Context: an optimization exercise on an open-source flow, tuned for small area and a short achievable clock period. The choices shown serve that exercise and are no tape-out recipe. Function was checked by simulation only, so behaviour that the tests miss may differ from the original. Power is estimated from default activity; no workload was simulated.

==> flow/design.v, too long to show whole: its modules and the start of the top module <==
// module decompressor: 197 lines
// module control: 329 lines
// module imm_gen: 49 lines
// module registers: 18 lines
// module registers_float: 18 lines
// module instruction_fetch_stage: 36 lines
// module instruction_decode_stage: 80 lines
// module hazard_detection_unit: 20 lines
// module forwarding_unit: 41 lines
// module dsp_mul: 71 lines
// module mul32s_enc: 55 lines
// module mul32s_lo: 1337 lines
// module mul32s_hi: 1337 lines
// module mul24u_enc: 46 lines
// module mul24u_lo: 922 lines
// module mul24u_hi: 787 lines
// module dsp_div: 128 lines
// module dsp_float: 66 lines
// module fp_int_to_float: 75 lines
// module fp_float_to_int: 32 lines
// module fp_compare: 42 lines
// module fp_add_sub: 97 lines
// module fp_mul: 89 lines
// module fp_div: 134 lines
// module fp_sqrt: 77 lines
// module alu: 127 lines
// module bubble_counter: 34 lines
// module execute_stage: 65 lines
// module memory_stage: 29 lines
// module store_lanes: 38 lines
// module writeback_stage: 23 lines
// module quinta_core: 259 lines
module quinta_core (
    input  logic        clk,
    input  logic        rst,
    output logic [31:0] imem_addr,
    input  logic [31:0] imem_rdata,
    output logic [31:0] dmem_addr,
    output logic        dmem_we,
    output logic [ 3:0] dmem_be,
    output logic [31:0] dmem_wdata,
    output logic        dmem_re,
    input  logic [31:0] dmem_rdata
);
  // ...
==> flow/flow/run.sh <==
#!/bin/bash
# The standard layout (standard.sh), with timing repair aiming for
# SETUP_SLACK_MARGIN ns of slack beyond the clock constraint. make's full
# output goes to flow.log here; each ORFS step also keeps its own log under
# orfs/logs/.
set -euo pipefail
bash standard.sh SETUP_SLACK_MARGIN=7.0 finish > flow.log 2>&1
==> flow/standard.sh <==
#!/bin/bash
# synth_recipe.tcl (not shown) runs the flow's synth.tcl, then flattens the netlist and writes it again
# the make line also repeats each setting of config.mk as NAME=value (left out here)
make -C /OpenROAD-flow-scripts/flow DESIGN_CONFIG=/design/flow/config.mk WORK_HOME=/design/flow/orfs CLKGATE_MAP_FILE= SYNTH_SCRIPT=/design/flow/synth_recipe.tcl "${@:-finish}"
==> flow/config.mk <==
export PLATFORM = sky130hd
export DESIGN_NAME = quinta_core
export DESIGN_NICKNAME = quinta_core
export VERILOG_FILES = /design/flow/design.v
export SDC_FILE = /design/flow/constraint.sdc
export NUM_CORES = 8
export LEC_CHECK = 0
export ABC_AREA = 1
export CAP_MARGIN = 35
export CORE_MARGIN = 2
export CORE_UTILIZATION = 35
export SLEW_MARGIN = 35
==> flow/constraint.sdc <==
create_clock -name core_clock -period 11.5 [get_ports {clk}]
set_input_delay 2.3000 -clock core_clock [delete_from_list [all_inputs] [get_ports {clk}]]
set_output_delay 2.3000 -clock core_clock [all_outputs]
set_load 0.01 [all_outputs]
==> reports/metrics.cfg, run 1 <==
[run_status]
outcome=complete, no violations

[pwr]
power_switching_share_pct=51.6
clkPwrFrac_pct=16.1
comb_cell_power_mw=54.8
p_seq_mw=21.7

[synthesis]
yosysTopAreaCell=edfxtp_1
synth_edf_count=2016
synth_fa_ha_area_share_pct=10.1
netlist_area_um2=216000

[routing]
met1_length_um=442000
firstDrtPassIters=12
routed_via_density=6.23
drt-total-wl_um=1170000

[setup_path]
crit_path_max_incr_delay_ps=970
r2r_cells=8
endpoint=data1_execute[5]$_SDFFE_PP0N_

[place]
place_hpwl_um=823000
io_buffers=167

[cells_and_area]
drive_above_1_share_pct=10.0
multi_input_area_share_pct=42.0
final-clk-cell-share_pct=5.91
multi_input_area_um2=104000
area_growth_pct=14.7

[global_routing]
grt_remaining_overflow=0
grt_use_total_pct=35.9
grt.busiest_layer=met2

[timing]
hold_violations=0
period_share_pct=41.4
fin_crit_ps=4760
finalMaxSlewViolations=0

[die]
start_util_pct=35.1

==> module dsp_div, before the edit <==
module dsp_div (
    input logic clk,
    input logic rst,
    input alu_op_t alu_op,
    input logic signed [31:0] left_operand,
    input logic signed [31:0] right_operand,
    output logic [31:0] div_res_unsigned,
    output logic [31:0] rem_res_unsigned,
    output logic [31:0] div_res_signed,
    output logic [31:0] rem_res_signed
);
  logic [31:0] right_operand_d;
  logic        left_sign_d;
  logic        right_sign_d;
  logic [32:0] acc_n;   
  logic [31:0] quo_n;   
  logic [32:0] acc_nn;
  logic [31:0] quo_nn;
  logic [ 7:0] i;
  logic        run;
  logic        start_u;
  logic        start_s;
  logic [31:0] left_operand_unsigned;
  logic [31:0] right_operand_unsigned;
  logic [31:0] x;   
  logic [31:0] y;   
  logic        y_is_0;
  logic        y_is_1;
  logic [32:0] acc_start;
  logic [31:0] quo_start;
  function automatic logic [31:0] negate(input logic [31:0] x);
    logic [31:0] p;   
    p = x;
    for (int l = 0; l < 5; l++) begin
      for (int k = 0; k < 32; k++) begin
        if (((k >> l) & 1) == 1) p[k] = p[k] | p[((k>>l)<<l)-1];
      end
    end
    negate = x ^ {p[30:0], 1'b0};
  endfunction
  always_comb begin
    left_operand_unsigned  = negate(left_operand);
    right_operand_unsigned = negate(right_operand);
  end
  assign start_u = (alu_op == ALU_DIVU || alu_op == ALU_REMU) && run == 0;
  assign start_s = (alu_op == ALU_DIV || alu_op == ALU_REM) && run == 0;
  logic [33:0] acc_diff;
  assign acc_diff = {1'b0, acc_n} - {2'b0, right_operand_d};
  always_comb begin
    if (acc_diff[33] == 0) begin
      acc_nn = {acc_diff[31:0], quo_n[31]};
      quo_nn = {quo_n[30:0], 1'b1};
    end else begin
      acc_nn = {acc_n[31:0], quo_n[31]};
      quo_nn = {quo_n[30:0], 1'b0};
    end
  end
  always_comb begin
    if (start_s == 1 && left_operand[31] == 1) begin
      x = left_operand_unsigned;
    end else begin
      x = left_operand;
    end
    if (start_s == 1 && right_operand[31] == 1) begin
      y = right_operand_unsigned;
    end else begin
      y = right_operand;
    end
    y_is_0 = right_operand == 32'd0;
    y_is_1 = (right_operand == 32'd1) || (start_s == 1 && right_operand == 32'hffffffff);
    if (y_is_0 || (y_is_1 && x[31] == 1)) begin
      acc_start = {31'b0, x[31] & ~y_is_1, x[30]};
      quo_start = {x[29:0], 2'b01};
    end else begin
      acc_start = {31'b0, x[31], x[30]};
      quo_start = {x[29:0], 2'b00};
    end
  end
  always_ff @(posedge clk) begin
    if (rst == 1) begin
      run <= 0;
      i   <= 0;
      right_operand_d <= 0;
      left_sign_d <= 0;
      right_sign_d <= 0;
      acc_n <= 0;
      quo_n <= 32'd1;
    end else begin
      if (start_u == 1 || start_s == 1) begin
        run <= 1;
        i <= 0;
        right_operand_d <= y;
        acc_n <= acc_start;
        quo_n <= quo_start;
        if (start_s == 1) begin
          left_sign_d  <= left_operand[31];
          right_sign_d <= right_operand[31];
        end
      end else begin
        if (i == 32 - 1) begin   
          run <= 0;
          i   <= 0;
        end else begin   
          i     <= i + 1;
          acc_n <= acc_nn;
          quo_n <= quo_nn;
        end
      end
    end
  end
  assign div_res_unsigned = quo_n;
  assign rem_res_unsigned = acc_n[32:1];   
  always_comb begin
    if (left_sign_d == 0 && right_sign_d == 0) begin   
      div_res_signed = quo_n;
      rem_res_signed = acc_n[32:1];
    end else if (left_sign_d == 1 && right_sign_d == 0) begin 
      div_res_signed = ~(quo_n) + 1;
      rem_res_signed = ~(acc_n[32:1]) + 1;
    end else if (left_sign_d == 0 && right_sign_d == 1) begin 
      div_res_signed = -quo_n;
      rem_res_signed = acc_n[32:1];
    end else begin   
      div_res_signed = quo_n;
      rem_res_signed = -acc_n[32:1];
    end
  end
endmodule
==> module dsp_float, before the edit <==
module dsp_float (
    input  logic           clk,
    input  logic           rst,
    input  alu_op_t        alu_op,
    input  logic    [31:0] left_operand,
    input  logic    [31:0] right_operand,
    output logic    [31:0] int_float_res,
    output logic    [31:0] float_int_res,
    output logic    [31:0] float_add_res,
    output logic    [31:0] float_sub_res,
    output logic           float_eq_res,
    output logic           float_lt_res,
    output logic           float_lte_res,
    output logic    [31:0] float_mul_res,
    output logic    [31:0] float_div_res,
    output logic    [31:0] float_sqrt_res
);
  logic [31:0] left_operand_d;
  logic [31:0] right_operand_d;
  always_ff @(posedge clk) begin
    left_operand_d  <= left_operand;
    right_operand_d <= right_operand;
  end
  fp_int_to_float fp_int_to_float_inst (
      .clk(clk), .rst(rst), .alu_op(alu_op),
      .left_operand(left_operand), .right_operand(right_operand),
      .left_operand_d(left_operand_d), .right_operand_d(right_operand_d),
      .int_float_res(int_float_res)
  );
  fp_float_to_int fp_float_to_int_inst (
      .clk(clk), .rst(rst), .alu_op(alu_op),
      .left_operand(left_operand), .right_operand(right_operand),
      .left_operand_d(left_operand_d), .right_operand_d(right_operand_d),
      .float_int_res(float_int_res)
  );
  fp_compare fp_compare_inst (
      .clk(clk), .rst(rst), .alu_op(alu_op),
      .left_operand(left_operand), .right_operand(right_operand),
      .left_operand_d(left_operand_d), .right_operand_d(right_operand_d),
      .float_eq_res(float_eq_res), .float_lt_res(float_lt_res), .float_lte_res(float_lte_res)
  );
  fp_add_sub fp_add_sub_inst (
      .clk(clk), .rst(rst), .alu_op(alu_op),
      .left_operand(left_operand), .right_operand(right_operand),
      .left_operand_d(left_operand_d), .right_operand_d(right_operand_d),
      .float_add_res(float_add_res), .float_sub_res(float_sub_res)
  );
  fp_mul fp_mul_inst (
      .clk(clk), .rst(rst), .alu_op(alu_op),
      .left_operand(left_operand), .right_operand(right_operand),
      .left_operand_d(left_operand_d), .right_operand_d(right_operand_d),
      .float_mul_res(float_mul_res)
  );
  fp_div fp_div_inst (
      .clk(clk), .rst(rst), .alu_op(alu_op),
      .left_operand(left_operand), .right_operand(right_operand),
      .left_operand_d(left_operand_d), .right_operand_d(right_operand_d),
      .float_div_res(float_div_res)
  );
  fp_sqrt fp_sqrt_inst (
      .clk(clk), .rst(rst), .alu_op(alu_op),
      .left_operand(left_operand), .right_operand(right_operand),
      .left_operand_d(left_operand_d), .right_operand_d(right_operand_d),
      .float_sqrt_res(float_sqrt_res)
  );
endmodule
==> module fp_int_to_float, before the edit <==
module fp_int_to_float (
    input  logic           clk,
    input  logic           rst,
    input  alu_op_t        alu_op,
    input  logic    [31:0] left_operand,
    input  logic    [31:0] right_operand,
    input  logic    [31:0] left_operand_d,
    input  logic    [31:0] right_operand_d,
    output logic [31:0] int_float_res
);
  logic        int_float_run;
  logic [ 7:0] int_float_i;   
  logic        sign;
  logic [31:0] left_operand_unsigned_d;
  logic [ 7:0] shift_point;
  logic [ 7:0] shift_point_biased;
  logic [31:0] left_operand_unsigned;
  logic [54:0] mantissa_long;
  logic [54:0] mantissa_long_shifted;
  logic [22:0] mantissa;
  function automatic logic [31:0] negate(input logic [31:0] x);
    logic [31:0] p;   
    p = x;
    for (int l = 0; l < 5; l++) begin
      for (int k = 0; k < 32; k++) begin
        if (((k >> l) & 1) == 1) p[k] = p[k] | p[((k>>l)<<l)-1];
      end
    end
    negate = x ^ {p[30:0], 1'b0};
  endfunction
  assign left_operand_unsigned = negate(left_operand);
  assign shift_point_biased = shift_point + 127;   
  assign mantissa_long = {left_operand_unsigned_d, 23'b00000000_00000000_0000000};
  assign mantissa_long_shifted = mantissa_long >> shift_point[4:0];
  assign mantissa = mantissa_long_shifted[22:0];
  always_comb begin
    if (left_operand_unsigned_d == 0) begin
      int_float_res = 32'h00_00_00_00;
    end else begin
      int_float_res = {sign, shift_point_biased[7:0], mantissa};
    end
  end
  always_ff @(posedge clk) begin
    if (rst == 1) begin
      int_float_run  <= 0;
      int_float_i    <= 0;
      sign <= 0;
      shift_point <= 0;
      left_operand_unsigned_d <= 0;
    end else begin
      if ((alu_op == ALU_F_INT_FLOAT) && int_float_run == 0) begin
        int_float_run <= 1;
        int_float_i   <= 0;
        shift_point   <= 0;
        if (left_operand[31] == 1) begin
          sign <= 1;
          left_operand_unsigned_d <= left_operand_unsigned;
        end else begin
          sign <= 0;
          left_operand_unsigned_d <= left_operand;
        end
      end else begin
        if (int_float_i == 32 - 1) begin   
          int_float_run <= 0;
          int_float_i   <= 0;
        end else begin   
          int_float_i <= int_float_i + 1;
          if (int_float_run == 1 && left_operand_unsigned_d[int_float_i[4:0]] == 1) begin
            shift_point <= int_float_i;
          end
        end
      end
    end
  end
endmodule
==> module fp_float_to_int, before the edit <==
module fp_float_to_int (
    input  logic           clk,
    input  logic           rst,
    input  alu_op_t        alu_op,
    input  logic    [31:0] left_operand,
    input  logic    [31:0] right_operand,
    input  logic    [31:0] left_operand_d,
    input  logic    [31:0] right_operand_d,
    output logic [31:0] float_int_res
);
  logic [ 7:0] float_int_exponent;
  logic [ 7:0] float_int_shift;
  logic [23:0] float_int_martisa;
  logic [23:0] float_int_martisa_shifted;
  logic [23:0] float_int_martisa_shifted_unsigned;
  logic        float_int_sign_dd;
  logic [23:0] float_int_value_dd;
  assign float_int_exponent = left_operand_d[30:23];
  assign float_int_shift = float_int_exponent - 127;
  assign float_int_martisa = {1'b1, left_operand_d[22:0]};
  assign float_int_martisa_shifted = float_int_martisa >> (23 - float_int_shift);
  assign float_int_martisa_shifted_unsigned = ~float_int_martisa_shifted + 1;
  always_ff @(posedge clk) begin
    float_int_sign_dd <= left_operand_d[31];
    if (left_operand_d[31] == 1) begin
      float_int_value_dd <= float_int_martisa_shifted_unsigned;
    end else begin
      float_int_value_dd <= float_int_martisa_shifted;
    end
  end
  assign float_int_res = {{8{float_int_sign_dd}}, float_int_value_dd};
endmodule
==> module fp_compare, before the edit <==
module fp_compare (
    input  logic           clk,
    input  logic           rst,
    input  alu_op_t        alu_op,
    input  logic    [31:0] left_operand,
    input  logic    [31:0] right_operand,
    input  logic    [31:0] left_operand_d,
    input  logic    [31:0] right_operand_d,
    output logic float_eq_res,
    output logic float_lt_res,
    output logic float_lte_res
);
  always_comb begin
    if (left_operand[31] == 0 && right_operand[31] == 0) begin
      float_lt_res  = left_operand[30:0] < right_operand[30:0];
      float_lte_res = left_operand[30:0] <= right_operand[30:0];
      float_eq_res  = left_operand[30:0] == right_operand[30:0];
    end else if (left_operand[31] == 1 && right_operand[31] == 0) begin
      if (left_operand[30:0] == 0 && right_operand[31] == 0) begin
        float_lt_res = 0;   
        float_eq_res = 1;
      end else begin
        float_lt_res = 1;
        float_eq_res = 0;
      end
      float_lte_res = 1;
    end else if (left_operand[31] == 0 && right_operand[31] == 1) begin
      if (left_operand[30:0] == 0 && right_operand[31] == 0) begin
        float_lte_res = 1;   
        float_eq_res  = 1;
      end else begin
        float_lte_res = 0;
        float_eq_res  = 0;
      end
      float_lt_res = 0;
    end else begin
      float_lt_res  = right_operand[30:0] < left_operand[30:0];
      float_lte_res = right_operand[30:0] <= left_operand[30:0];
      float_eq_res  = left_operand[30:0] == right_operand[30:0];
    end
  end
endmodule
==> module fp_add_sub, before the edit <==
module fp_add_sub (
    input  logic           clk,
    input  logic           rst,
    input  alu_op_t        alu_op,
    input  logic    [31:0] left_operand,
    input  logic    [31:0] right_operand,
    input  logic    [31:0] left_operand_d,
    input  logic    [31:0] right_operand_d,
    output logic [31:0] float_add_res,
    output logic [31:0] float_sub_res
);
  logic        swap;   
  logic [23:0] big_mantissa;
  logic [23:0] small_mantissa;
  logic [ 7:0] exponent_difference;
  logic [ 7:0] exponent_shifted;
  logic [23:0] big_mantissa_dd;
  logic [23:0] small_mantissa_shifted_dd;
  logic [ 7:0] exponent_shifted_dd;
  logic        swap_dd;
  logic        left_sign_dd;
  logic        right_sign_dd;
  logic        left_greater_dd;
  always_comb begin
    swap = !(left_operand_d[30:23] > right_operand_d[30:23]);
    if (swap) begin
      big_mantissa        = {1'b1, right_operand_d[22:0]};
      small_mantissa      = {1'b1, left_operand_d[22:0]};
      exponent_difference = right_operand_d[30:23] - left_operand_d[30:23];
      exponent_shifted    = right_operand_d[30:23];
    end else begin
      big_mantissa        = {1'b1, left_operand_d[22:0]};
      small_mantissa      = {1'b1, right_operand_d[22:0]};
      exponent_difference = left_operand_d[30:23] - right_operand_d[30:23];
      exponent_shifted    = left_operand_d[30:23];
    end
  end
  always_ff @(posedge clk) begin
    big_mantissa_dd           <= big_mantissa;
    small_mantissa_shifted_dd <= small_mantissa >> exponent_difference;
    exponent_shifted_dd       <= exponent_shifted;
    swap_dd                   <= swap;
    left_sign_dd              <= left_operand_d[31];
    right_sign_dd             <= right_operand_d[31];
    left_greater_dd           <= left_operand_d[30:0] > right_operand_d[30:0];
  end
  logic [24:0] add_martisa_unshifted;
  logic [22:0] add_martisa;
  logic [ 7:0] add_exponent;
  logic [31:0] add_left_right;
  assign add_martisa_unshifted = big_mantissa_dd + small_mantissa_shifted_dd;
  always_comb begin
    if (add_martisa_unshifted[24] == 1) begin
      add_martisa  = add_martisa_unshifted[23:1];
      add_exponent = exponent_shifted_dd + 1;
    end else begin
      add_martisa  = add_martisa_unshifted[22:0];
      add_exponent = exponent_shifted_dd;
    end
  end
  assign add_left_right = {(left_sign_dd & right_sign_dd), add_exponent, add_martisa};
  logic [23:0] sub_minuend;
  logic [23:0] sub_subtrahend;
  logic [23:0] sub_martisa_unshifted;
  logic [22:0] sub_martisa;
  logic [ 7:0] sub_exponent;
  logic [30:0] sub_res;
  always_comb begin
    if (left_greater_dd != swap_dd) begin
      sub_minuend    = big_mantissa_dd;
      sub_subtrahend = small_mantissa_shifted_dd;
    end else begin
      sub_minuend    = small_mantissa_shifted_dd;
      sub_subtrahend = big_mantissa_dd;
    end
  end
  assign sub_martisa_unshifted = sub_minuend - sub_subtrahend;
  always_comb begin
    if (sub_martisa_unshifted[23] == 0) begin
      sub_martisa  = {sub_martisa_unshifted[21:0], 1'b0};   
      sub_exponent = exponent_shifted_dd - 1;
    end else begin
      sub_martisa  = sub_martisa_unshifted[22:0];
      sub_exponent = exponent_shifted_dd;
    end
  end
  assign sub_res = {sub_exponent, sub_martisa};
  always_comb begin
    if (left_sign_dd == right_sign_dd) begin
      float_add_res = add_left_right;   
      float_sub_res = {left_greater_dd ^ !left_sign_dd, sub_res};
    end else begin
      float_add_res = {left_greater_dd ^ !left_sign_dd, sub_res};
      float_sub_res = add_left_right;   
    end
  end
endmodule
==> module fp_mul, before the edit <==
module fp_mul (
    input  logic           clk,
    input  logic           rst,
    input  alu_op_t        alu_op,
    input  logic    [31:0] left_operand,
    input  logic    [31:0] right_operand,
    input  logic    [31:0] left_operand_d,
    input  logic    [31:0] right_operand_d,
    output logic [31:0] float_mul_res
);
  logic [47:0] fmul_s;
  logic [47:0] fmul_c;
  logic        fmul_sign_dd;
  logic [ 7:0] fmul_exp_dd;
  logic [47:0] fmul_sum;
  logic [24:0] fmul_m_ddd;
  logic        fmul_sign_ddd;
  logic [ 7:0] fmul_exp_ddd;
  logic [31:0] fmul_res_dddd;
  logic [31:0] fmul_res_ddddd;
  logic [12:0] fmul_one;
  logic [12:0] fmul_two;
  logic [12:0] fmul_neg;
  logic [12:0] fmul_one_d;
  logic [12:0] fmul_two_d;
  logic [12:0] fmul_neg_d;
  mul24u_enc mul24u_enc_inst (
      .b  ({1'b1, right_operand[22:0]}),
      .one(fmul_one),
      .two(fmul_two),
      .neg(fmul_neg)
  );
  always_ff @(posedge clk) begin
    fmul_one_d <= fmul_one;
    fmul_two_d <= fmul_two;
    fmul_neg_d <= fmul_neg;
  end
  logic [47:0] fmul_lo_s;
  logic [47:0] fmul_lo_c;
  logic [47:0] fmul_hi_s;
  logic [47:0] fmul_hi_c;
  logic [47:0] fmul_lo_s_dd;
  logic [47:0] fmul_lo_c_dd;
  logic [47:0] fmul_hi_s_dd;
  logic [47:0] fmul_hi_c_dd;
  logic [47:0] fmul_csa1_s;
  logic [47:0] fmul_csa1_c;
  mul24u_lo mul24u_lo_inst (
      .a  ({1'b1, left_operand_d[22:0]}),
      .one(fmul_one_d),
      .two(fmul_two_d),
      .neg(fmul_neg_d),
      .s  (fmul_lo_s),
      .c  (fmul_lo_c)
  );
  mul24u_hi mul24u_hi_inst (
      .a  ({1'b1, left_operand_d[22:0]}),
      .one(fmul_one_d),
      .two(fmul_two_d),
      .neg(fmul_neg_d),
      .s  (fmul_hi_s),
      .c  (fmul_hi_c)
  );
  assign fmul_csa1_s = fmul_lo_s_dd ^ fmul_lo_c_dd ^ fmul_hi_s_dd;
  assign fmul_csa1_c = {(fmul_lo_s_dd[46:0] & fmul_lo_c_dd[46:0]) | (fmul_lo_s_dd[46:0] & fmul_hi_s_dd[46:0])
      | (fmul_lo_c_dd[46:0] & fmul_hi_s_dd[46:0]), 1'b0};
  assign fmul_s = fmul_csa1_s ^ fmul_csa1_c ^ fmul_hi_c_dd;
  assign fmul_c = {(fmul_csa1_s[46:0] & fmul_csa1_c[46:0]) | (fmul_csa1_s[46:0] & fmul_hi_c_dd[46:0])
      | (fmul_csa1_c[46:0] & fmul_hi_c_dd[46:0]), 1'b0};
  assign fmul_sum = fmul_s + fmul_c;
  always_ff @(posedge clk) begin
    fmul_lo_s_dd  <= fmul_lo_s;
    fmul_lo_c_dd  <= fmul_lo_c;
    fmul_hi_s_dd  <= fmul_hi_s;
    fmul_hi_c_dd  <= fmul_hi_c;
    fmul_sign_dd  <= left_operand_d[31] ^ right_operand_d[31];
    fmul_exp_dd   <= left_operand_d[30:23] + right_operand_d[30:23] - 127;
    fmul_m_ddd    <= fmul_sum[47:23];
    fmul_sign_ddd <= fmul_sign_dd;
    fmul_exp_ddd  <= fmul_exp_dd;
    if (fmul_m_ddd[24] == 1) begin
      fmul_res_dddd <= {fmul_sign_ddd, fmul_exp_ddd + 8'd1, fmul_m_ddd[23:1]};
    end else begin
      fmul_res_dddd <= {fmul_sign_ddd, fmul_exp_ddd, fmul_m_ddd[22:0]};
    end
    fmul_res_ddddd <= fmul_res_dddd;
  end
  assign float_mul_res = fmul_res_ddddd;
endmodule
==> module fp_div, before the edit <==
module fp_div (
    input  logic           clk,
    input  logic           rst,
    input  alu_op_t        alu_op,
    input  logic    [31:0] left_operand,
    input  logic    [31:0] right_operand,
    input  logic    [31:0] left_operand_d,
    input  logic    [31:0] right_operand_d,
    output logic    [31:0] float_div_res
);
  logic [ 7:0] div_i;   
  logic        div_run;
  logic [23:0] div_right_mantissa_unshifted;
  logic [23:0] div_left_mantissa_unshifted;
  logic [23:0] div_right_mantissa_shifted;   
  logic [23:0] div_left_mantissa_shifted;
  logic        div_sign;
  logic [ 7:0] div_exponent_unshifted;
  logic [ 7:0] div_exponent;
  logic [ 4:0] div_right_shift_point;
  logic [ 4:0] div_left_shift_point;
  logic [23:0] quo;
  logic [23:0] quo_next;   
  logic [24:0] acc;
  logic [24:0] acc_next;   
  logic [23:0] div_mantissa_unshifted;
  logic [ 7:0] div_mantissa_shift_point;
  logic [22:0] div_mantissa;
  logic [ 3:0] div_mantissa_group;
  function automatic logic [4:0] lowest_set_bit(input logic [23:0] m);
    logic [15:0] m16;
    logic [ 7:0] m8;
    logic [ 3:0] m4;
    logic [ 1:0] m2;
    lowest_set_bit[4] = m[15:0] == 0;
    m16 = lowest_set_bit[4] ? {8'b0, m[23:16]} : m[15:0];
    lowest_set_bit[3] = m16[7:0] == 0;
    m8 = lowest_set_bit[3] ? m16[15:8] : m16[7:0];
    lowest_set_bit[2] = m8[3:0] == 0;
    m4 = lowest_set_bit[2] ? m8[7:4] : m8[3:0];
    lowest_set_bit[1] = m4[1:0] == 0;
    m2 = lowest_set_bit[1] ? m4[3:2] : m4[1:0];
    lowest_set_bit[0] = m2[0] == 0;
  endfunction
  assign div_right_shift_point = lowest_set_bit(div_right_mantissa_unshifted);
  assign div_left_shift_point  = lowest_set_bit(div_left_mantissa_unshifted);
  assign div_left_mantissa_shifted = div_left_mantissa_unshifted >> div_left_shift_point;
  always_comb begin
    case (div_i)
      8'd30:   div_mantissa_group = div_mantissa_unshifted[3:0];
      8'd31:   div_mantissa_group = div_mantissa_unshifted[7:4];
      8'd32:   div_mantissa_group = div_mantissa_unshifted[11:8];
      8'd33:   div_mantissa_group = div_mantissa_unshifted[15:12];
      default: div_mantissa_group = div_mantissa_unshifted[19:16];
    endcase
  end
  always_ff @(posedge clk) begin
    if (rst == 1) begin
      div_right_mantissa_shifted <= 0;
    end else begin
      div_right_mantissa_shifted <= div_right_mantissa_unshifted >> div_right_shift_point;
    end
  end
  always_ff @(posedge clk) begin
    if (rst == 1) begin
      div_run <= 0;
      div_i   <= 0;
      div_mantissa_shift_point <= 0;
      div_right_mantissa_unshifted <= 0;
      div_left_mantissa_unshifted <= 0;
      div_sign <= 0;
      div_exponent_unshifted <= 0;
      acc <= 0;
      quo <= 0;
    end else begin
      if ((alu_op == ALU_F_DIV) && div_run == 0) begin
        div_run <= 1;
        div_i <= 0;
        div_mantissa_shift_point <= 0;
        div_right_mantissa_unshifted <= {1'b1, right_operand[22:0]};
        div_left_mantissa_unshifted <= {1'b1, left_operand[22:0]};
        div_sign <= left_operand[31] ^ right_operand[31];
        div_exponent_unshifted <= left_operand[30:23] - right_operand[30:23] + 127;
      end else begin
        if (div_i == 36 - 1) begin   
          div_run <= 0;
          div_i   <= 0;
        end else begin   
          div_i <= div_i + 1;
          if (div_i < 6) begin
          end else if (div_i == 6) begin
            acc <= {{24{1'b0}}, div_left_mantissa_shifted[23]};
            quo <= {div_left_mantissa_shifted[22:0], 1'b0};
          end else if (div_i < 30) begin
            acc <= acc_next;
            quo <= quo_next;
          end else begin
            if (div_mantissa_group[3] == 1) begin
              div_mantissa_shift_point <= 24 - ((div_i - 30) * 4 + 3);
            end else if (div_mantissa_group[2] == 1) begin
              div_mantissa_shift_point <= 24 - ((div_i - 30) * 4 + 2);
            end else if (div_mantissa_group[1] == 1) begin
              div_mantissa_shift_point <= 24 - ((div_i - 30) * 4 + 1);
            end else if (div_mantissa_group[0] == 1) begin
              div_mantissa_shift_point <= 24 - ((div_i - 30) * 4 + 0);
            end
          end
        end
      end
    end
  end
  always_comb begin
    if (acc >= {1'b0, div_right_mantissa_shifted}) begin
      acc_next = (acc - div_right_mantissa_shifted) << 1;
      acc_next[0] = quo[22];
      quo_next = quo << 1;
      quo_next[0] = 1'b1;
    end else begin
      acc_next = acc << 1;
      acc_next[0] = quo[22];
      quo_next = quo << 1;
    end
  end
  assign div_mantissa_unshifted = quo_next[23:0];
  assign div_mantissa = quo[22:0] << div_mantissa_shift_point[4:0];
  always_comb begin
    if (div_right_mantissa_unshifted > div_left_mantissa_unshifted) begin
      div_exponent = div_exponent_unshifted - 1;
    end else begin
      div_exponent = div_exponent_unshifted;
    end
  end
  assign float_div_res = {div_sign, div_exponent, div_mantissa};
endmodule
==> module fp_sqrt, before the edit <==
module fp_sqrt (
    input  logic           clk,
    input  logic           rst,
    input  alu_op_t        alu_op,
    input  logic    [31:0] left_operand,
    input  logic    [31:0] right_operand,
    input  logic    [31:0] left_operand_d,
    input  logic    [31:0] right_operand_d,
    output logic [31:0] float_sqrt_res
);
  logic [24 : 0] root_x;
  logic [24 : 0] root_x_next;
  logic [24 : 0] root_q;
  logic [24 : 0] root_q_next;
  logic [26 : 0] root_acc;
  logic [26 : 0] root_acc_next;   
  logic [26 : 0] root_sign_test_reg;   
  logic [7 : 0] root_i;
  logic root_run;
  logic [7:0] root_exponent;
  logic [30:0] float_sqrt_res_q;
  logic [24:0] root_mantissa_operand_unshifted;
  logic [24:0] root_mantissa_operand_shifted;
  assign root_mantissa_operand_unshifted = {2'b01, left_operand[22:0]};
  assign root_mantissa_operand_shifted   = {2'b01, left_operand[22:0]} << 1;
  always_comb begin
    root_sign_test_reg = root_acc - {root_q, 2'b01};
    if (root_sign_test_reg[25+1] == 0) begin
      {root_acc_next, root_x_next} = {root_sign_test_reg[25-1 : 0], root_x, 2'b0};
      root_q_next = {root_q[25-2 : 0], 1'b1};
    end else begin
      {root_acc_next, root_x_next} = {root_acc[25-1 : 0], root_x, 2'b0};
      root_q_next = root_q << 1;
    end
  end
  always_ff @(posedge clk) begin
    if (rst == 1) begin
      root_run <= 0;
      root_i   <= 0;
      root_exponent <= 0;
      root_q <= 0;
      root_acc <= 0;
      root_x <= 0;
      float_sqrt_res_q <= 0;
    end else begin
      if ((alu_op == ALU_F_SQRT) && root_run == 0) begin
        root_run      <= 1;
        root_i        <= 0;
        root_exponent <= ((left_operand[30:23] - 127) >> 1) + 127;
        if (left_operand[23] == 0) begin
          root_q   <= 0;
          root_acc <= {{25{1'b0}}, root_mantissa_operand_shifted[24:23]};
          root_x   <= {root_mantissa_operand_shifted[22:0], 2'b0};
        end else begin
          root_q   <= 0;
          root_acc <= {{25{1'b0}}, root_mantissa_operand_unshifted[24:23]};
          root_x   <= {root_mantissa_operand_unshifted[22:0], 2'b0};
        end
      end else begin
        if (root_i == 32 - 1) begin
          root_run <= 0;
        end else begin
          root_i <= root_i + 1;
          if (root_i < 23) begin
            root_x   <= root_x_next;
            root_q   <= root_q_next;
            root_acc <= root_acc_next;
          end
        end
      end
      if (root_run == 1 && root_i == 30) begin
        float_sqrt_res_q <= {root_exponent, root_q_next[22:0]};
      end
    end
  end
  assign float_sqrt_res = {1'b0, float_sqrt_res_q};
endmodule
==> module alu, before the edit <==
module alu (
    input logic clk,
    input logic rst,
    input logic [31:0] left_operand,
    input logic [31:0] right_operand,
    input alu_op_t alu_op,
    input logic [31:0] alu_sel,   
    input logic [31:0] res_sel,   
    output logic [31:0] alu_res,
    output logic insert_bubble
);
  logic [63:0] mul_res;
  logic [31:0] div_res_unsigned;
  logic [31:0] rem_res_unsigned;
  logic [31:0] div_res_signed;
  logic [31:0] rem_res_signed;
  logic [31:0] int_float_res;
  logic [31:0] float_int_res;
  logic [31:0] float_add_res;
  logic [31:0] float_sub_res;
  logic        float_eq_res;
  logic        float_lt_res;
  logic        float_lte_res;
  logic [31:0] float_mul_res;
  logic [31:0] float_div_res;
  logic [31:0] float_sqrt_res;
  logic        shift_fill;
  logic        shift_big;
  logic [31:0] shift_right_res;
  logic [31:0] shift_left_res;
  assign shift_fill = (alu_sel[ALU_SHIFT_RIGHT_AR] | alu_sel[ALU_SHIFT_RIGHT_AR_IMM]) & left_operand[31];
  assign shift_big = !alu_sel[ALU_SHIFT_RIGHT_AR_IMM] && right_operand[31:5] != 0;
  always_comb begin
    if (shift_big) begin
      shift_right_res = {32{shift_fill}};
    end else begin
      shift_right_res = 32'($signed({shift_fill, left_operand}) >>> right_operand[4:0]);
    end
    if (right_operand[31:5] != 0) begin
      shift_left_res = 32'd0;
    end else begin
      shift_left_res = left_operand << right_operand[4:0];
    end
  end
  logic [31:0] res_units;
  logic [31:0] res_logic;
  logic [31:0] res_shift;
  logic        res_compare;
  logic [31:0] res_arith;
  always_comb begin
    res_units = ({32{res_sel[ALU_MUL]}} & mul_res[31:0])
        | ({32{res_sel[ALU_MULH]}} & mul_res[63:32])
        | ({32{res_sel[ALU_DIV]}} & div_res_signed)
        | ({32{res_sel[ALU_DIVU]}} & div_res_unsigned)
        | ({32{res_sel[ALU_REM]}} & rem_res_signed)
        | ({32{res_sel[ALU_REMU]}} & rem_res_unsigned)
        | ({32{res_sel[ALU_F_INT_FLOAT]}} & int_float_res)
        | ({32{res_sel[ALU_F_FLOAT_INT]}} & float_int_res)
        | ({32{res_sel[ALU_F_ADD]}} & float_add_res)
        | ({32{res_sel[ALU_F_SUB]}} & float_sub_res)
        | ({32{res_sel[ALU_F_MUL]}} & float_mul_res)
        | ({32{res_sel[ALU_F_DIV]}} & float_div_res)
        | ({32{res_sel[ALU_F_SQRT]}} & float_sqrt_res);
    res_logic = (({32{res_sel[ALU_AND]}} & (left_operand & right_operand))
        | ({32{res_sel[ALU_OR]}} & (left_operand | right_operand)))
        | (({32{res_sel[ALU_XOR]}} & (left_operand ^ right_operand))
        | ({32{res_sel[ALU_ADD_0]}} & left_operand));   
    res_shift = ({32{res_sel[ALU_SHIFT_LEFT]}} & shift_left_res)
        | ({32{res_sel[ALU_SHIFT_RIGHT] | res_sel[ALU_SHIFT_RIGHT_AR] | res_sel[ALU_SHIFT_RIGHT_AR_IMM]}} & shift_right_res);
    res_compare = ((res_sel[ALU_F_EQ] & float_eq_res) | (res_sel[ALU_F_LT] & float_lt_res)
        | (res_sel[ALU_F_LTEQ] & float_lte_res))
        | ((res_sel[ALU_LESS_THAN_UNSIGNED] & (left_operand < right_operand))
        | (res_sel[ALU_LESS_THAN_SIGNED] & ($signed(left_operand) < $signed(right_operand)))
        | (res_sel[ALU_EQUAL] & (left_operand == right_operand)));
    res_arith = ({32{res_sel[ALU_ADD]}} & (left_operand + right_operand))
        | ({32{res_sel[ALU_SUB]}} & (left_operand - right_operand));
    alu_res = ((res_units | res_logic) | (res_shift | {31'b0, res_compare})) | res_arith;
  end
  dsp_mul dsp_mul_inst (   
      .clk(clk),
      .left_operand(left_operand),
      .right_operand(right_operand),
      .mul_res(mul_res)
  );   
  dsp_div dsp_div_inst (   
      .clk(clk),
      .rst(rst),
      .alu_op(alu_op),
      .left_operand(left_operand),
      .right_operand(right_operand),
      .div_res_unsigned(div_res_unsigned),
      .rem_res_unsigned(rem_res_unsigned),
      .div_res_signed(div_res_signed),
      .rem_res_signed(rem_res_signed)
  );   
  dsp_float dsp_float_inst (   
      .clk(clk),
      .rst(rst),
      .alu_op(alu_op),
      .left_operand(left_operand),
      .right_operand(right_operand),
      .int_float_res(int_float_res),
      .float_int_res(float_int_res),
      .float_add_res(float_add_res),
      .float_sub_res(float_sub_res),
      .float_eq_res(float_eq_res),
      .float_lt_res(float_lt_res),
      .float_lte_res(float_lte_res),
      .float_mul_res(float_mul_res),
      .float_div_res(float_div_res),
      .float_sqrt_res(float_sqrt_res)
  );   
  logic start_2, start_6, start_32, start_36;
  logic idle_2, idle_6, idle_32, idle_36;
  logic mid_2, mid_6, mid_32, mid_36;
  assign start_2  = alu_sel[ALU_F_ADD] | alu_sel[ALU_F_SUB] | alu_sel[ALU_F_FLOAT_INT];
  assign start_6  = alu_sel[ALU_MUL] | alu_sel[ALU_MULH] | alu_sel[ALU_F_MUL];
  assign start_32 = alu_sel[ALU_DIV] | alu_sel[ALU_DIVU] | alu_sel[ALU_REM] | alu_sel[ALU_REMU]
      | alu_sel[ALU_F_INT_FLOAT] | alu_sel[ALU_F_SQRT];
  assign start_36 = alu_sel[ALU_F_DIV];
  bubble_counter #(.N(2)) bubble_2_inst (.clk(clk), .rst(rst), .start(start_2), .idle(idle_2), .mid(mid_2));
  bubble_counter #(.N(6)) bubble_6_inst (.clk(clk), .rst(rst), .start(start_6), .idle(idle_6), .mid(mid_6));
  bubble_counter #(.N(32)) bubble_32_inst (.clk(clk), .rst(rst), .start(start_32), .idle(idle_32), .mid(mid_32));
  bubble_counter #(.N(36)) bubble_36_inst (.clk(clk), .rst(rst), .start(start_36), .idle(idle_36), .mid(mid_36));
  assign insert_bubble = (start_2 & idle_2) | mid_2 | (start_6 & idle_6) | mid_6
      | (start_32 & idle_32) | mid_32 | (start_36 & idle_36) | mid_36;
endmodule
==> module execute_stage, before the edit <==
module execute_stage (
    input logic clk,
    input logic rst,
    input logic [31:0] pc_execute,
    input logic [31:0] data1,
    input logic [31:0] data2,
    input logic [31:0] immediate_data,
    input control_t control,
    input logic [31:0] alu_sel,   
    input logic [31:0] res_sel,
    input logic [3:0] left_sel,   
    input logic [3:0] right_sel,   
    input logic [2:0] store_sel,   
    input logic [31:0] alu_res_mem,
    input logic [31:0] wb_fwd,
    output logic [31:0] alu_res,   
    output logic [31:0] mem_addr,   
    output logic branch_taken,
    output logic [3:0] store_be,
    output logic [31:0] store_wdata,
    output logic insert_bubble
);
  logic [31:0] left_operand;
  logic [31:0] right_operand;
  logic [31:0] mem_data;
  logic [31:0] alu_res_internal;
  logic        compare_res;
  assign left_operand = ({32{left_sel[3]}} & pc_execute) | ({32{left_sel[2]}} & alu_res_mem)
      | ({32{left_sel[1]}} & wb_fwd) | ({32{left_sel[0]}} & data1);
  assign right_operand = ({32{right_sel[3]}} & immediate_data) | ({32{right_sel[2]}} & alu_res_mem)
      | ({32{right_sel[1]}} & wb_fwd) | ({32{right_sel[0]}} & data2);
  assign mem_data = ({32{store_sel[2]}} & alu_res_mem) | ({32{store_sel[1]}} & wb_fwd)
      | ({32{store_sel[0]}} & data2);
  assign mem_addr = left_operand + right_operand;
  assign alu_res = (({32{control.alu_bypass}} & immediate_data)
      | ({32{control.is_branch}} & ({immediate_data[30:0], 1'b0} + pc_execute))) | alu_res_internal;
  always_comb begin
    if (alu_sel[ALU_EQUAL] == 1) begin
      compare_res = left_operand == right_operand;
    end else if (alu_sel[ALU_LESS_THAN_SIGNED] == 1) begin
      compare_res = $signed(left_operand) < $signed(right_operand);
    end else begin
      compare_res = left_operand < right_operand;
    end
  end
  assign branch_taken = ((compare_res ^ control.alu_inv_res) & control.is_branch) | control.alu_jump;
  store_lanes store_lanes_inst (
      .mem_write(control.mem_write),
      .byte_offset(left_operand[1:0] + right_operand[1:0]),
      .mem_data_in(mem_data),
      .be(store_be),
      .wdata(store_wdata)
  );
  alu alu_inst (
      .clk(clk),
      .rst(rst),
      .left_operand(left_operand),
      .right_operand(right_operand),
      .alu_op(control.alu_op),
      .alu_sel(alu_sel),
      .res_sel(res_sel),
      .alu_res(alu_res_internal),
      .insert_bubble(insert_bubble)
  );
endmodule
==> run 2, diff against run 1 <==
--- a/flow/design.v
+++ b/flow/design.v
@@ -5420,2 +5420,3 @@
     input alu_op_t alu_op,
+    input logic [31:0] alu_sel,   
     input logic signed [31:0] left_operand,
@@ -5460,4 +5461,4 @@
   end
-  assign start_u = (alu_op == ALU_DIVU || alu_op == ALU_REMU) && run == 0;
-  assign start_s = (alu_op == ALU_DIV || alu_op == ALU_REM) && run == 0;
+  assign start_u = (alu_sel[ALU_DIVU] || alu_sel[ALU_REMU]) && run == 0;
+  assign start_s = (alu_sel[ALU_DIV] || alu_sel[ALU_REM]) && run == 0;
   logic [33:0] acc_diff;
@@ -5548,2 +5549,3 @@
     input  alu_op_t        alu_op,
+    input  logic    [31:0] alu_sel,   
     input  logic    [31:0] left_operand,
@@ -5568,3 +5570,3 @@
   fp_int_to_float fp_int_to_float_inst (
-      .clk(clk), .rst(rst), .alu_op(alu_op),
+      .clk(clk), .rst(rst), .alu_op(alu_op), .alu_sel(alu_sel),
       .left_operand(left_operand), .right_operand(right_operand),
@@ -5574,3 +5576,3 @@
   fp_float_to_int fp_float_to_int_inst (
-      .clk(clk), .rst(rst), .alu_op(alu_op),
+      .clk(clk), .rst(rst), .alu_op(alu_op), .alu_sel(alu_sel),
       .left_operand(left_operand), .right_operand(right_operand),
@@ -5580,3 +5582,3 @@
   fp_compare fp_compare_inst (
-      .clk(clk), .rst(rst), .alu_op(alu_op),
+      .clk(clk), .rst(rst), .alu_op(alu_op), .alu_sel(alu_sel),
       .left_operand(left_operand), .right_operand(right_operand),
@@ -5586,3 +5588,3 @@
   fp_add_sub fp_add_sub_inst (
-      .clk(clk), .rst(rst), .alu_op(alu_op),
+      .clk(clk), .rst(rst), .alu_op(alu_op), .alu_sel(alu_sel),
       .left_operand(left_operand), .right_operand(right_operand),
@@ -5592,3 +5594,3 @@
   fp_mul fp_mul_inst (
-      .clk(clk), .rst(rst), .alu_op(alu_op),
+      .clk(clk), .rst(rst), .alu_op(alu_op), .alu_sel(alu_sel),
       .left_operand(left_operand), .right_operand(right_operand),
@@ -5598,3 +5600,3 @@
   fp_div fp_div_inst (
-      .clk(clk), .rst(rst), .alu_op(alu_op),
+      .clk(clk), .rst(rst), .alu_op(alu_op), .alu_sel(alu_sel),
       .left_operand(left_operand), .right_operand(right_operand),
@@ -5604,3 +5606,3 @@
   fp_sqrt fp_sqrt_inst (
-      .clk(clk), .rst(rst), .alu_op(alu_op),
+      .clk(clk), .rst(rst), .alu_op(alu_op), .alu_sel(alu_sel),
       .left_operand(left_operand), .right_operand(right_operand),
@@ -5614,2 +5616,3 @@
     input  alu_op_t        alu_op,
+    input  logic    [31:0] alu_sel,   
     input  logic    [31:0] left_operand,
@@ -5660,3 +5663,3 @@
     end else begin
-      if ((alu_op == ALU_F_INT_FLOAT) && int_float_run == 0) begin
+      if (alu_sel[ALU_F_INT_FLOAT] && int_float_run == 0) begin
         int_float_run <= 1;
@@ -5689,2 +5692,3 @@
     input  alu_op_t        alu_op,
+    input  logic    [31:0] alu_sel,   
     input  logic    [31:0] left_operand,
@@ -5721,2 +5725,3 @@
     input  alu_op_t        alu_op,
+    input  logic    [31:0] alu_sel,   
     input  logic    [31:0] left_operand,
@@ -5763,2 +5768,3 @@
     input  alu_op_t        alu_op,
+    input  logic    [31:0] alu_sel,   
     input  logic    [31:0] left_operand,
@@ -5860,2 +5866,3 @@
     input  alu_op_t        alu_op,
+    input  logic    [31:0] alu_sel,   
     input  logic    [31:0] left_operand,
@@ -5949,2 +5956,3 @@
     input  alu_op_t        alu_op,
+    input  logic    [31:0] alu_sel,   
     input  logic    [31:0] left_operand,
@@ -6020,3 +6028,3 @@
     end else begin
-      if ((alu_op == ALU_F_DIV) && div_run == 0) begin
+      if (alu_sel[ALU_F_DIV] && div_run == 0) begin
         div_run <= 1;
@@ -6083,2 +6091,3 @@
     input  alu_op_t        alu_op,
+    input  logic    [31:0] alu_sel,   
     input  logic    [31:0] left_operand,
@@ -6124,3 +6133,3 @@
     end else begin
-      if ((alu_op == ALU_F_SQRT) && root_run == 0) begin
+      if (alu_sel[ALU_F_SQRT] && root_run == 0) begin
         root_run      <= 1;
@@ -6200,2 +6209,19 @@
   end
+  function automatic logic [1:0] compare_tree(input logic [31:0] l, input logic [31:0] r);
+    logic [31:0] lt;
+    logic [31:0] eq;
+    lt = ~l & r;
+    eq = ~(l ^ r);
+    for (int w = 1; w < 32; w = w * 2) begin
+      for (int k = 0; k < 32; k += 2 * w) begin
+        lt[k] = lt[k+w] | (eq[k+w] & lt[k]);
+        eq[k] = eq[k+w] & eq[k];
+      end
+    end
+    compare_tree = {lt[0], eq[0]};
+  endfunction
+  logic [1:0] compare_unsigned;   
+  logic [1:0] compare_signed;
+  assign compare_unsigned = compare_tree(left_operand, right_operand);
+  assign compare_signed = compare_tree(left_operand ^ 32'h80000000, right_operand ^ 32'h80000000);
   logic [31:0] res_units;
@@ -6203,2 +6229,3 @@
   logic [31:0] res_shift;
+  logic        res_float_compare;
   logic        res_compare;
@@ -6225,10 +6252,11 @@
         | ({32{res_sel[ALU_SHIFT_RIGHT] | res_sel[ALU_SHIFT_RIGHT_AR] | res_sel[ALU_SHIFT_RIGHT_AR_IMM]}} & shift_right_res);
-    res_compare = ((res_sel[ALU_F_EQ] & float_eq_res) | (res_sel[ALU_F_LT] & float_lt_res)
-        | (res_sel[ALU_F_LTEQ] & float_lte_res))
-        | ((res_sel[ALU_LESS_THAN_UNSIGNED] & (left_operand < right_operand))
-        | (res_sel[ALU_LESS_THAN_SIGNED] & ($signed(left_operand) < $signed(right_operand)))
-        | (res_sel[ALU_EQUAL] & (left_operand == right_operand)));
+    res_float_compare = (res_sel[ALU_F_EQ] & float_eq_res) | (res_sel[ALU_F_LT] & float_lt_res)
+        | (res_sel[ALU_F_LTEQ] & float_lte_res);
+    res_compare = (res_sel[ALU_LESS_THAN_UNSIGNED] & compare_unsigned[1])
+        | (res_sel[ALU_LESS_THAN_SIGNED] & compare_signed[1])
+        | (res_sel[ALU_EQUAL] & compare_unsigned[0]);
     res_arith = ({32{res_sel[ALU_ADD]}} & (left_operand + right_operand))
         | ({32{res_sel[ALU_SUB]}} & (left_operand - right_operand));
-    alu_res = ((res_units | res_logic) | (res_shift | {31'b0, res_compare})) | res_arith;
+    alu_res = ((res_units | res_logic) | (res_shift | {31'b0, res_float_compare}))
+        | (res_arith | {31'b0, res_compare});
   end
@@ -6244,2 +6272,3 @@
       .alu_op(alu_op),
+      .alu_sel(alu_sel),
       .left_operand(left_operand),
@@ -6255,2 +6284,3 @@
       .alu_op(alu_op),
+      .alu_sel(alu_sel),
       .left_operand(left_operand),
@@ -6353,9 +6383,26 @@
       | ({32{control.is_branch}} & ({immediate_data[30:0], 1'b0} + pc_execute))) | alu_res_internal;
+  function automatic logic [1:0] compare_tree(input logic [31:0] l, input logic [31:0] r);
+    logic [31:0] lt;
+    logic [31:0] eq;
+    lt = ~l & r;
+    eq = ~(l ^ r);
+    for (int w = 1; w < 32; w = w * 2) begin
+      for (int k = 0; k < 32; k += 2 * w) begin
+        lt[k] = lt[k+w] | (eq[k+w] & lt[k]);
+        eq[k] = eq[k+w] & eq[k];
+      end
+    end
+    compare_tree = {lt[0], eq[0]};
+  endfunction
+  logic [1:0] compare_unsigned;   
+  logic [1:0] compare_signed;
+  assign compare_unsigned = compare_tree(left_operand, right_operand);
+  assign compare_signed = compare_tree(left_operand ^ 32'h80000000, right_operand ^ 32'h80000000);
   always_comb begin
     if (alu_sel[ALU_EQUAL] == 1) begin
-      compare_res = left_operand == right_operand;
+      compare_res = compare_unsigned[0];
     end else if (alu_sel[ALU_LESS_THAN_SIGNED] == 1) begin
-      compare_res = $signed(left_operand) < $signed(right_operand);
+      compare_res = compare_signed[1];
     end else begin
-      compare_res = left_operand < right_operand;
+      compare_res = compare_unsigned[1];
     end
==> flow/run.sh (new file) <==
#!/bin/bash
# synth_recipe.tcl (not shown) runs the flow's synth.tcl, then flattens the netlist and writes it again
# the make line also repeats each setting of config.mk as NAME=value (left out here)
make -C /OpenROAD-flow-scripts/flow DESIGN_CONFIG=/design/flow/config.mk WORK_HOME=/design/flow/orfs CLKGATE_MAP_FILE= SYNTH_SCRIPT=/design/flow/synth_recipe.tcl finish
--- a/flow/config.mk
+++ b/flow/config.mk
@@ -11,2 +11,3 @@
 export CORE_UTILIZATION = 35
+export SETUP_SLACK_MARGIN = 5
 export SLEW_MARGIN = 35
removed: flow/flow/run.sh
removed: flow/standard.sh
==> run 2 against run 1 <==
Compared with the run above:
- clock-buffer cell count fell by 13
- via count decreased by 1.0%
- first-iteration DRC count shrank 2.8%
- non-clock buffer count shrank 89
- critical endpoint is now alu_res_in_mem[23]$_DFF_P_
- largest cell class unchanged
- largest power group unchanged
==> reports/metrics.cfg, run 2 <==
[cells_and_area]
fin_nets=25200
layout_commonest_cell=nand2_1
fillers=61300
drive_above_1_share_pct=7.95  ; -2.1 points
layout_common_cells=4352 x nand2_1, 2491 x inv_1, 2016 x edfxtp_1
area_growth_pct=13.0
stdcell_area_um2=243000

[timing]
fmax_ghz=0.151
hold_violations=0  ; unchanged
tightestPinTransition_ps=1090
fin_crit_ps=6610  ; +1850 ps
relSlewSlack_pct=26.3
fin_skew_ps=84.2
setup_viol=0
rsz0062_at_grt=false
finalMaxSlewViolations=0  ; unchanged
period_share_pct=57.5  ; +16 points
worst_hold_slack_ps=311
tns_ps=0

[routing]
drt-total-wl_um=1140000  ; -2.5%
ant_nets=0
wl_per_cell_um=35.2
vias=201000
drc=0
routed_via_density=6.19  ; -0.57%
dr.first_iter.drc_count=32700
firstDrtPassIters=9  ; -3

[synthesis]
synth_compound_area_share_pct=17.7
synthSimpleGateAreaFrac_pct=15.0
yosysTopAreaCellShare_pct=28.1
syn_avg_cell_area_um2=9.03
netlist_area_um2=215000  ; -0.14%
synth_fa_ha_area_share_pct=10.1  ; +0.014 points
yosysMostFrequentCell=nand2_1
synth.area.top_cells=edfxtp_1 28%, dfxtp_1 18%, nand2_1 7.6%
yosysSeqAreaShare_pct=45.9
synthCells=23900
synth-xor-area-share_pct=3.89
synthTopCellsByCount=4357 x nand2_1, 2517 x inv_1, 2016 x edfxtp_1, 1909 x dfxtp_1, 1481 x o21ai_0
ys_types=90
synth_seq_cells=3925
synth_top_family_by_area=compound AO/OA/AOI/OAI gates
synth_edf_count=2016  ; unchanged
syn_nets=25300
ys.flop_type=edfxtp_1
ys_warn_count=28
synthMuxAreaShare_pct=0.253
async_flop_share_pct=0
yosysTopAreaCell=edfxtp_1

[setup_path]
cp_max_fo=32
crit_type=reg -> reg
crit_required_ps=12420
endpoint_kind=register
rr_startpoint=forwarding_unit_inst.left_sel[2]$_SDFF_PP0_
cp-start-kind=register
worst-endpoint-arrival_ps=7530
critPathLaunch=forwarding_unit_inst.left_sel[2]$_SDFF_PP0_

[run_status]
outcome=complete, no violations

[global_routing]
grt_max_degree=172
grt_use_total_pct=35.1  ; -0.86 points
antenna_found_initial=134
grt_pass1_wl_um=1530000
grt_pass1_vias=186000
grt_remaining_overflow=0  ; unchanged

[die]
die_h_um=788
dieArea_um2=622000
fp.dieW_um=788
rows=288
coreArea_um2=614000
start_util_pct=35.1  ; about the same
ioPinCount=168

[run]
drv_cap=0

[cts]
cts_buffers=429
cts_max_level=5
insertion_delay_ps=1110
cts.sinks=3925
root_buffer=clkbuf_16
path_clk_slew_ps=60
clk_path_buf_depth=4
cts_tree=done

[pwr]
power_mw=91.1
max-vdd-ir-drop_v=0.000430
leakage_nw=96.6
p_per_area_nw_per_um2=374

[place]
dpl_cell_area_um2=228000
place_congestion=1.08
io_buffers=167  ; unchanged
place_hpwl_um=816000  ; -0.88%

[min_path]
hold_path.class=reg -> reg

-- run 2: worst paths after layout --
path / to / slack, ps / cells past startpoint
hold reg to reg: register / 310 / 0
setup / recovery: alu_res_in_mem[23]$_DFF_P_ / 4890 / 20
hold / removal: register / 310 / 0
setup reg to reg: alu_res_in_mem[23]$_DFF_P_ / 4890 / 20
-- run 2: worst max-delay path: stages, from the launching register on --
cell	delay, ps
dfxtp_1	310
clkinv_2	380
o22ai_1	180
nor2_2	160
buf_4	290
clkinvlp_4	430
ha_1	620
nand3_1	130
nand2_1	220
inv_1	90
o21ai_1	380
a21boi_1	260
o21ai_1	370
a21boi_1	280
o21bai_1	440
a21oi_1	220
o21ai_0	590
xor2_1	350
nand2_1	130
a21boi_1	330
nand3_1	190
-- run 2: per-layer routing --
metal	GRT usage, %	wire length, µm
met4	21.8	88700
met2	47.8	444000
met3	12.7	164000
met1	46.9	444000
met5	0	508
-- run 2: cells by family after synthesis --
family,count (synthesis)
fa+ha+maj,1342
simple gates,7602
compound gates,5957
mux,54
xor+xnor,956
buf+inv,4014
flops,3925
-- run 2: power by group --
part	total [mW]	switching [mW]	internal, mW
logic	55.2	37.8	17.4
clock network	14.4	6.30	8.15
registers	21.5	2.94	18.5
-- run 2: area by class of cell --
cell class              count  area [µm²]  share of cell area, %
diodes                    132         330                  0.136
multi-input cells       15900      102000                   42.0
clock inverters           241        2610                   1.07
clock buffers             551       11700                   4.82
inverters                2644        9980                   4.10
repair buffers            865        7210                   2.96
well taps                8120       10200                   4.18
flip-flops and latches   3925       99000                   40.7
-- run 2: per-stage QoR --
step	setup WS, ps	utilization, %	std cells
after floorplan	6870	-	23900
after global placement	4530	37.1	31400
after detailed placement	4880	37.2	31500
after CTS	5030	39.5	32300
after global routing	5010	39.6	32300
final	4890	39.6	32400
-- run 2: repair_timing --
action | CTS | global route
hold buffers | 0 | 0
resized for setup | 0 | 10
buffers inserted | 0 | 0
setup endpoints to repair | 0 | 27
==> run 3, diff against run 2 <==
==> flow/flow/run.sh (new file) <==
#!/bin/bash
# The standard layout (standard.sh), with timing repair aiming for
# SETUP_SLACK_MARGIN ns of slack beyond the clock constraint. make's full
# output goes to flow.log here; each ORFS step also keeps its own log under
# orfs/logs/.
set -euo pipefail
bash standard.sh SETUP_SLACK_MARGIN=7.5 finish > flow.log 2>&1
==> flow/standard.sh (new file) <==
#!/bin/bash
# synth_recipe.tcl (not shown) runs the flow's synth.tcl, then flattens the netlist and writes it again
# the make line also repeats each setting of config.mk as NAME=value (left out here)
make -C /OpenROAD-flow-scripts/flow DESIGN_CONFIG=/design/flow/config.mk WORK_HOME=/design/flow/orfs CLKGATE_MAP_FILE= SYNTH_SCRIPT=/design/flow/synth_recipe.tcl "${@:-finish}"
--- a/flow/config.mk
+++ b/flow/config.mk
@@ -11,3 +11,4 @@
 export CORE_UTILIZATION = 35
-export SETUP_SLACK_MARGIN = 5
+export CTS_CLUSTER_DIAMETER = 80
+export CTS_CLUSTER_SIZE = 24
 export SLEW_MARGIN = 35
removed: flow/run.sh
==> run 3 against run 2 <==
Compared with the run above:
- non-clock buffer count increased by 515
- critical path depth rose by 9
- sequential cell count unchanged
- first-iteration DRC count is 2.2% higher
- die area is the same
- still clean on timing, DRC and antenna
- core utilization rose by 1.1 points
- cell area up 2.7%
- clock-buffer cell count fell by 252
- via count rose by 1.4%
==> reports/metrics.cfg, run 3 <==
[synthesis]
ys_warn_count=28  ; unchanged
synthCells=23900  ; unchanged
synth_edf_count=2016  ; unchanged
yosysTopAreaCellShare_pct=28.1  ; unchanged
synthTopCellsByCount=4357 x nand2_1, 2517 x inv_1, 2016 x edfxtp_1, 1909 x dfxtp_1, 1481 x o21ai_0
yosysMostFrequentCell=nand2_1
synth_seq_cells=3925  ; unchanged
synth.area.top_cells=edfxtp_1 28%, dfxtp_1 18%, nand2_1 7.6%
netlist_area_um2=215000  ; unchanged
yosysSeqAreaShare_pct=45.9  ; unchanged
async_flop_share_pct=0  ; unchanged
syn_avg_cell_area_um2=9.03  ; unchanged
ys.flop_type=edfxtp_1
yosysTopAreaCell=edfxtp_1
syn_nets=25300  ; unchanged
ys_types=90  ; unchanged

[cells_and_area]
multi_input_area_um2=108000  ; +5.3%
drive_above_1_share_pct=13.6  ; +5.6 points
ff_latch_area_um2=99400  ; +0.42%
fillers=60800  ; -0.79%
layout_commonest_cell=nand2_1
fin_cells=32600  ; +0.57%
stdcell_area_um2=250000  ; +2.7%
fin_nets=25600  ; +1.5%
area_growth_pct=16.1
layout_common_cells=4230 x nand2_1, 2364 x inv_1, 2016 x edfxtp_1

[run_status]
outcome=complete, no violations

[setup_path]
critPathSlowestCell=dfxtp_4
rr_startpoint=forwarding_unit_inst.right_sel[0]$_SDFF_PP1_
cp_max_fo=4  ; -88%
endpoint_kind=register
cp_common_cell=nand2_2
crit_required_ps=12320  ; -100 ps
cp-start-kind=register
r2r_slack_ps=7080  ; +2190 ps
r2r_cells=29  ; +45%
worst-endpoint-arrival_ps=5240  ; -2290 ps
crit_type=reg -> reg
reg2reg_to=alu_res_in_mem[21]$_DFF_P_
crit_path_max_incr_delay_ps=400  ; -220 ps

[die]
ioPinCount=168  ; unchanged
start_util_pct=35.1  ; unchanged
fp.dieW_um=788  ; unchanged
die_h_um=788  ; unchanged
dieArea_um2=622000  ; unchanged
coreArea_um2=614000  ; unchanged
rows=288  ; unchanged

[routing]
drc=0  ; unchanged
vias=203000  ; +1.4%
routed_via_density=6.25  ; +0.85%
wl_per_cell_um=35.9  ; +2.0%
dr.first_iter.drc_count=33400  ; +2.2%
drt-total-wl_um=1170000  ; +2.6%
ant_nets=0  ; unchanged
firstDrtPassIters=9  ; unchanged

[cts]
cts.sinks=3925  ; unchanged
path_clk_slew_ps=110  ; +50 ps
cts_buffers=268  ; -38%
holdBufCountCts=0  ; unchanged
clk_path_buf_depth=4  ; unchanged
cts_max_level=5  ; unchanged
insertion_delay_ps=1090  ; -20 ps
root_buffer=clkbuf_16
cts_tree=done

[timing]
period_share_pct=38.4  ; -19 points
tns_ps=0  ; unchanged
fin_crit_ps=4420  ; -2190 ps
fin_skew_ps=123  ; +39.2 ps
relSlewSlack_pct=21.3  ; -5.0 points
fmax_ghz=0.226  ; +50%
rsz0062_at_grt=true
tightestPinTransition_ps=1180  ; +82.7 ps
setup_viol=0  ; unchanged
finalMaxSlewViolations=0  ; unchanged
hold_violations=0  ; unchanged
worst_hold_slack_ps=319  ; +7.62 ps

[run]
drv_cap=0  ; unchanged

[place]
dp.cells=31400  ; -0.11%
io_buffers=167  ; unchanged
dpl_cell_area_um2=228000  ; about the same
place_congestion=1.06  ; -2.5%
place_hpwl_um=821000  ; +0.60%

[pwr]
power_switching_share_pct=53.1  ; +1.4 points
leakage_nw=98.4  ; +1.9%
sequentialPowerShare_pct=23.1  ; -0.5 points
max-vdd-ir-drop_v=0.000342  ; -21%
p_int_mw=43.9  ; -0.22%
combPwrFrac_pct=65.5  ; +4.9 points
clkPwrFrac_pct=11.5  ; -4.4 points
p_switching_mw=49.7  ; +5.6%
p_per_area_nw_per_um2=375  ; about the same

[global_routing]
grt_pass1_wl_um=1560000  ; +1.8%
grt_pass1_vias=186000  ; -0.055%
grt_use_total_pct=35.9  ; +0.82 points
antenna_found_initial=153  ; +14%
grt_max_degree=146  ; -15%
grt_remaining_overflow=0  ; unchanged

[min_path]
holdPathStages=0  ; unchanged
hold_path.class=reg -> reg

-- run 3: changes by cell type in the layout (fill, tap and decap cells not counted), moves of 76 or more --
| cell | change |
|---|---|
| dfxtp_1 | -159 |
| clkbuf_16 | -161 |
| nor2_1 | -114 |
| buf_4 | +326 |
| o21ai_0 | -91 |
| inv_1 | -127 |
| buf_6 | +116 |
| nand2_1 | -122 |
| nand3_1 | -76 |
| clkdlybuf4s50_1 | -115 |
| dfxtp_4 | +87 |
-- run 3: critical path: cells and delay by family, from the launching register on --
| family | cells | cell delay [ps] |
|---|---|---|
| flip-flops | 1 | 400 |
| AO/OA/AOI/OAI | 3 | 430 |
| buffers and inverters | 8 | 870 |
| AND/OR/NAND/NOR | 17 | 2200 |
| adder cells (fa/ha/maj) | 1 | 230 |
-- run 3: cell families (layout without fill, tap and decap cells) --
group	after synthesis	count (layout)	share of synthesized area (%)
AOI/OAI and AO/OA	5957	5957	17.7
xor gates and xnor gates	956	956	3.89
adders and majority gates	1342	1342	10.1
buffers and inverters	4014	4491	7.12
DFF	3925	3925	45.9
muxes	54	54	0.253
other	0	117	0
and+or+nand+nor	7602	7613	15.0
-- run 3: metrics by stage --
step | setup slack (ps) | power (mW) | utilization [%]
2_1_floorplan | 7030 | 52.3 | -
3_3_place_gp | 4560 | 75.0 | 37.2
3_5_place_dp | 4860 | 75.1 | 37.2
4_1_cts | 7100 | 89.8 | 40.0
5_1_grt | 7130 | 98.5 | 40.7
6_report | 7080 | 93.7 | 40.7
-- run 3: metal layers --
metal  wire, µm  global-route usage [%]  vias up  share of wire [%]
li1           -                       -    84100                  -
met1     453000                    48.2    99900                 39
met2     453000                    48.7    16000                 39
met3     173000                    13.3     3432                 15
met4      90000                    21.6       78                7.7
met5        594                   0.160        -              0.051
-- run 3: worst max-delay path by stage --
stage	from	to	slack (ps)	depth (start not counted)
floorplan	imem_rdata[12]	control_decode_q[19]$_DFF_P_	7030	22
global placement	imem_rdata[15]	control_decode_q[24]$_SDFF_PN0_	4560	21
CTS	forwarding_unit_inst.right_sel[0]$_SDFF_PP1_	alu_res_in_mem[20]$_DFF_P_	7100	27
detailed placement	imem_rdata[15]	control_decode_q[24]$_SDFF_PN0_	4860	20
global route	forwarding_unit_inst.right_sel[0]$_SDFF_PP1_	alu_res_in_mem[21]$_DFF_P_	7130	29
finish	forwarding_unit_inst.right_sel[0]$_SDFF_PP1_	alu_res_in_mem[21]$_DFF_P_	7080	29
-- run 3: layout make-up --
| cell class | instances | share of cell area (%) |
|---|---|---|
| clock inverter | 161 | 0.839 |
| timing repair buffer | 1380 | 5.08 |
| sequential | 3925 | 39.8 |
| tap | 8120 | 4.06 |
| multi-input combinational | 15900 | 43.1 |
| inverter | 2644 | 4.22 |
| timing repair inverter | 7 | 0.0220 |
| antenna | 117 | 0.117 |
| clock buffer | 299 | 2.81 |
-- run 3: power by group through the flow --
stage | clock [mW] | combinational, mW | sequential (mW)
after CTS | 10.8 | 57.7 | 21.4
after detailed placement | 0 | 53.5 | 21.6
final | 10.7 | 61.3 | 21.6
after global placement | 0 | 53.4 | 21.6
after global routing | 11.2 | 65.7 | 21.6
after floorplan | 0 | 32.3 | 20.1
-- run 3: what timing repair did --
action	in CTS	in global routing
cloned	25	9
setup buffers	334	203
resized for setup	1679	642
setup endpoints to repair	843	417
pin swaps	222	273

[port drivers added, routing unchanged]
The results above use ideal ports. As a check the final layouts listed here were re-extracted and re-timed, cells and wires unchanged. Step 1: set_driving_cell puts a clkbuf_16 on clk and a buf_2 on each other input, an assumption about the parent block. Step 2, shift: input delay + t, output delay - t, t = (earliest + latest rising clock arrival at the registers) / 2. This alone moves slack from input paths to output paths. Three values: ideal ports, drivers, drivers and shift; two values: the first two.
| run | t, ns | setup WS [ns] | slew at the worst register clock pin (ns) |
|---|---|---|---|
| run 1 | 1.220 | 6.740 / 6.740 / 6.050 | 0.08 / 0.08 |
| run 2 | 1.196 | 4.888 / 4.888 / 4.813 | 0.08 / 0.08 |
| run 3 | 1.177 | 7.081 / 7.081 / 6.282 | 0.11 / 0.11 |
After both steps every run listed still meets setup and hold. For run 3, which loses most, drivers alone change the setup slack by 0.000 ns; drivers and shift together by -0.799 ns.
